Source: an optimization exercise on an open RTL-to-GDS flow (aim: small area). Production flows keep margins and buffers that such runs may drop.
The RTL was checked by simulation tests, not by an equivalence proof against the original design.
No driver is modelled on the clock port, so clocking that relies on it looks cheaper here than on a real chip.
Power figures rest on the tool's default switching activity, not on a simulated workload.

== v36 ==
// bridge_top
module bridge_top(hclk,hresetn,hwrite,haddr,hwdata,hreadyin,htrans,prdata,pwrite,penable,psel,paddr,pwdata,hrdata,hr_readyout,hresp);
For scale: ~300 cells after synthesis, ~210 I/O pins, ~4500 µm² of cells after synthesis.
export LEC_CHECK = 0
export CAP_MARGIN = 0
export CORE_MARGIN = 2
export CORE_UTILIZATION = 65
export SLEW_MARGIN = 0
create_clock -name core_clock -period 4.0 [get_ports {hclk}]
standard.sh (not shown) runs the stock make flow with config.mk's settings and CLKGATE_MAP_FILE= SYNTH_SCRIPT=/design/flow/synth_recipe.tcl, a recipe that flattens the netlist after the stock synthesis.
==> flow/flow/run.sh <==
#!/bin/bash
# Own layout flow. Steps, each tool's full output in a log file here:
#  1. the standard synthesis (standard.sh synth)            -> flow_synth.log
#  2. area re-mapping of the combinational cells of that netlist
#     with Yosys/ABC (flow/remap_abc.script); the registers, their
#     names and cell types are kept as instances, untouched        -> flow_remap.log
#  3. the rest of the standard layout (standard.sh finish), with
#     - port buffers of the smallest buffer cell (buf_1),
#     - the clock tree built by flow/clock_tree.tcl (ORFS's
#       PRE_CTS_TCL hook): register clock pins grouped by position,
#       one leaf buffer per group; TritonCTS skips it              -> flow_make.log
set -euo pipefail
W=$PWD
RES=$W/orfs/results/$FLOW_PLATFORM/bridge_top/base
LIB=$FLOW_HOME/platforms/$FLOW_PLATFORM/lib/sky130_fd_sc_hd__tt_025C_1v80.lib
YOSYS=$FLOW_HOME/../tools/install/yosys/bin/yosys
[[ -x $YOSYS ]] || YOSYS=yosys
CTS_LEAF=${OWN_CTS_LEAF:-sky130_fd_sc_hd__clkbuf_16}
CTS_ROOT=${OWN_CTS_ROOT:-none}
CTS_MAX=${OWN_CTS_MAX_SINKS:-36}

bash standard.sh synth > flow_synth.log 2>&1

cp $RES/1_2_yosys.v $W/standard_1_2_yosys.v
DONT=""
for c in sky130_fd_sc_hd__probe_p_8 sky130_fd_sc_hd__probec_p_8 \
         $(grep -o 'cell *( *"\?sky130_fd_sc_hd__lpflow_[a-z0-9_]*' $LIB | grep -o 'sky130_fd_sc_hd__lpflow_[a-z0-9_]*' | sort -u); do
  DONT="$DONT -dont_use $c"
done
cat > $W/remap.ys <<YS
read_liberty -ignore_miss_func $LIB
setattr -mod -set keep_hierarchy 1 sky130_fd_sc_hd__dfxtp_1 sky130_fd_sc_hd__edfxtp_1 sky130_fd_sc_hd__conb_1
read_verilog $W/standard_1_2_yosys.v
hierarchy -top $FLOW_TOP
flatten
opt -purge $FLOW_TOP
abc -liberty $LIB -script $W/flow/remap_abc.script $DONT $FLOW_TOP
opt_clean -purge $FLOW_TOP
cd $FLOW_TOP
rename -hide w:* i:* %d o:* %d
insbuf -buf sky130_fd_sc_hd__buf_4 A X
opt_clean -purge
cd
select -assert-none $FLOW_TOP/t:\$*
select $FLOW_TOP
write_verilog -selected -noattr -nohex -nodec $W/remapped_1_2_yosys.v
YS
$YOSYS -l flow_remap.log -q $W/remap.ys
cp $W/remapped_1_2_yosys.v $RES/1_2_yosys.v

bash standard.sh BUFFER_PORTS_ARGS="-buffer_cell sky130_fd_sc_hd__buf_1" \
  PRE_CTS_TCL="$W/flow/clock_tree.tcl" OWN_CTS_LEAF=$CTS_LEAF \
  OWN_CTS_ROOT=$CTS_ROOT OWN_CTS_MAX_SINKS=$CTS_MAX finish > flow_make.log 2>&1
==> flow/flow/remap_abc.script <==
strash
dc2
dch -f
amap
strash
dc2
dch -f
amap
strash
dch -f
amap
Other scripts of this flow, unchanged in this note and not shown: flow/flow/clock_tree.tcl
v36 went all the way through synthesis, placement and routing and the layout is clean on timing, DRC and antenna.
--- input diff v36..v6 ---
diff --git a/flow/flow/run.sh b/flow/flow/run.sh
--- a/flow/flow/run.sh
+++ b/flow/flow/run.sh
@@ -44 +43,0 @@
-select -assert-none $FLOW_TOP/t:\$*
==> flow/flow/remap_abc.script <==
&get -n
&st
&syn2
&dch
&nf -a
&st
&dch
&nf -a
&put
==> run summary <==
The run showing the greater global routing usage summed across all routing layers is v6. Cell-internal power delta (v6 -> v36): insignificant. Total of fill cells in the finished design down about 1.2% in v6 wrt v36. Between v36 and v6, the multi-input logic area is higher for v6. Taking v36 as the reference, in v6 final total power roughly the same, worst hold slack saw an increase, fraction of power consumed by the clock network increased 0.2 points, layout inverter count without the clock tree decreased 31, relative contribution of combinational cells to total power decreased by 0.3 points relative to the old numbers. v36 and v6 all finish clean. Placed cell area up about 1.1% in v6 wrt v36.
Relative to v6, the following input files were edited for v27:
Settings: changing CORE_UTILIZATION from 65 to 80; setting PLACE_DENSITY to 0.85 for the first time.
diff --git a/flow/flow/run.sh b/flow/flow/run.sh
--- a/flow/flow/run.sh
+++ b/flow/flow/run.sh
@@ -43,0 +44 @@
+select -assert-none $FLOW_TOP/t:\$*
==> flow/flow/remap_abc.script <==
strash
dc2
dch -f
amap
strash
dch -f
amap
==> run summary <==
Netlist area before placement in v27 is about 1.3% below v6.
Delta (v27 minus v6): number of cells in the finished layout apart from fillers now smaller; number of non-clock inverters in the layout now larger; setup slack after layout now larger.
The following lists how v23 was set up differently from v27:
Settings: clearing PLACE_DENSITY, which used to be 0.85; swapping 80 for 65 in CORE_UTILIZATION.
## What came out
Compared with v27, v23 shows a lower final critical-path required period. v23 leaves more setup margin than v27. Going from v27 to v23, cell count grew slightly. Routed wire length in v23 vs v27: down 19%. Going from v27 to v23, the die area was enlarged. Worst setup path endpoint = apb_c.a2[25]: v27; worst setup path endpoint = apb_c.a2[7]: v23.

---

## run A
Another version of the RTL of bridge_top (not shown whole).
Size: ~340 cells after synthesis, ~210 I/O pins, ~4600 um2 of cells after synthesis.
==> flow/config.mk <==
export PLATFORM = sky130hd
export DESIGN_NAME = bridge_top
export DESIGN_NICKNAME = bridge_top
export VERILOG_FILES = /design/flow/design.v
export SDC_FILE = /design/flow/constraint.sdc
export NUM_CORES = 4
export LEC_CHECK = 0
export CAP_MARGIN = 0
export CORE_MARGIN = 2
export CORE_UTILIZATION = 65
export SLEW_MARGIN = 0
==> flow/constraint.sdc <==
create_clock -name core_clock -period 4.0 [get_ports {hclk}]
set_input_delay 0.8000 -clock core_clock [delete_from_list [all_inputs] [get_ports {hclk}]]
set_output_delay 0.8000 -clock core_clock [all_outputs]
set_load 0.01 [all_outputs]
==> flow/flow/run.sh <==
#!/bin/bash
# Own layout flow. Steps, each tool's full output in a log file here:
#  1. the standard synthesis (standard.sh synth)            -> flow_synth.log
#  2. area re-mapping of the combinational cells of that netlist
#     with Yosys/ABC (flow/remap_abc.script); the registers, their
#     names and cell types are kept as instances, untouched        -> flow_remap.log
#  3. the rest of the standard layout (standard.sh finish), with
#     - port buffers of the smallest buffer cell (buf_1),
#     - the clock tree built by flow/clock_tree.tcl (ORFS's
#       PRE_CTS_TCL hook): register clock pins grouped by position,
#       one leaf buffer per group; TritonCTS skips it              -> flow_make.log
set -euo pipefail
W=$PWD
RES=$W/orfs/results/$FLOW_PLATFORM/bridge_top/base
LIB=$FLOW_HOME/platforms/$FLOW_PLATFORM/lib/sky130_fd_sc_hd__tt_025C_1v80.lib
YOSYS=$FLOW_HOME/../tools/install/yosys/bin/yosys
[[ -x $YOSYS ]] || YOSYS=yosys
CTS_LEAF=${OWN_CTS_LEAF:-sky130_fd_sc_hd__clkbuf_16}
CTS_ROOT=${OWN_CTS_ROOT:-none}
CTS_MAX=${OWN_CTS_MAX_SINKS:-36}

bash standard.sh synth > flow_synth.log 2>&1

cp $RES/1_2_yosys.v $W/standard_1_2_yosys.v
DONT=""
for c in sky130_fd_sc_hd__probe_p_8 sky130_fd_sc_hd__probec_p_8 \
         $(grep -o 'cell *( *"\?sky130_fd_sc_hd__lpflow_[a-z0-9_]*' $LIB | grep -o 'sky130_fd_sc_hd__lpflow_[a-z0-9_]*' | sort -u); do
  DONT="$DONT -dont_use $c"
done
cat > $W/remap.ys <<YS
read_liberty -ignore_miss_func $LIB
setattr -mod -set keep_hierarchy 1 sky130_fd_sc_hd__dfxtp_1 sky130_fd_sc_hd__edfxtp_1 sky130_fd_sc_hd__conb_1
read_verilog $W/standard_1_2_yosys.v
hierarchy -top $FLOW_TOP
flatten
opt -purge $FLOW_TOP
abc -liberty $LIB -script $W/flow/remap_abc.script $DONT $FLOW_TOP
opt_clean -purge $FLOW_TOP
cd $FLOW_TOP
rename -hide w:* i:* %d o:* %d
insbuf -buf sky130_fd_sc_hd__buf_4 A X
opt_clean -purge
cd
select $FLOW_TOP
write_verilog -selected -noattr -nohex -nodec $W/remapped_1_2_yosys.v
YS
$YOSYS -l flow_remap.log -q $W/remap.ys
cp $W/remapped_1_2_yosys.v $RES/1_2_yosys.v

bash standard.sh BUFFER_PORTS_ARGS="-buffer_cell sky130_fd_sc_hd__buf_1" \
  PRE_CTS_TCL="$W/flow/clock_tree.tcl" OWN_CTS_LEAF=$CTS_LEAF \
  OWN_CTS_ROOT=$CTS_ROOT OWN_CTS_MAX_SINKS=$CTS_MAX finish > flow_make.log 2>&1
==> flow/flow/remap_abc.script <==
&get -n
&st
&syn2
&dch
&nf -a
&st
&dch
&nf -a
&put
Other scripts of this flow, unchanged in this note and not shown: flow/flow/clock_tree.tcl
Run A finished every step from synthesis to the final layout, and the layout passed the timing, DRC and antenna checks.
What run B does differently from run A at the input level:
-- flow/flow/run.sh --
<<< run A, line 43
cd
select $FLOW_TOP
>>> run B, line 43
cd
select -assert-none $FLOW_TOP/t:\$*
select $FLOW_TOP
==> flow/flow/remap_abc.script <==
strash
dc2
dch -f
amap
strash
dch -f
amap
## What came out
- Route | run B vs run A | wire longer in run B
- Of run B and run A, it is run B that has the lower global-route wire length before repair.
- Core util | run B vs run A | run B lower
- In run B, core area is lower than in run A.
- Delta (run B minus run A): worst reg-to-reg path cell count increased 2, met3 wire length +23%, flip-flop and latch count about even, netlist area before placement decreased about 0.9%.
- Across both runs, combinational power share was higher for run B than for run A.
- From run A to run B the numbers moved as follows: share of final-layout standard cells stronger than drive strength 1 now larger, area added between synthesis and finish held steady.

## what the ideal ports hide
The flow's constraints put no driver on any port. The routed layouts listed below were extracted and timed again, unchanged, in two steps. Step 1 (the two cells are an assumption about what drives the block):
set clk [get_ports {hclk}]
set_driving_cell -lib_cell sky130_fd_sc_hd__clkbuf_16 $clk
set_driving_cell -lib_cell sky130_fd_sc_hd__buf_2 [delete_from_list [all_inputs] $clk]
Step 2 moves the port delays by t, midway between the first and last clock arrival at a register: inputs arrive t later, outputs are due t later. That takes back most of the time a late clock gives input paths. Three values: no drivers, after step 1, after step 2; two values: the first two.
run	t (ns)	slack for setup (ns)	clock arrival spread, ns
v36	0.254	1.324 / 1.379 / 1.126	0.009 / 0.009
v6	0.258	1.057 / 1.120 / 0.863	0.014 / 0.015
v27	0.248	1.223 / 1.263 / 1.015	0.015 / 0.015
v23	0.251	1.296 / 1.353 / 1.102	0.013 / 0.014
run A	0.253	1.143 / 1.196 / 0.943	0.010 / 0.010
run B	0.257	1.232 / 1.280 / 1.023	0.009 / 0.008
After both steps every run listed still meets setup and hold. The setup slack of run B, which loses most, moves by +0.048 ns with the drivers and by -0.209 ns with both steps.
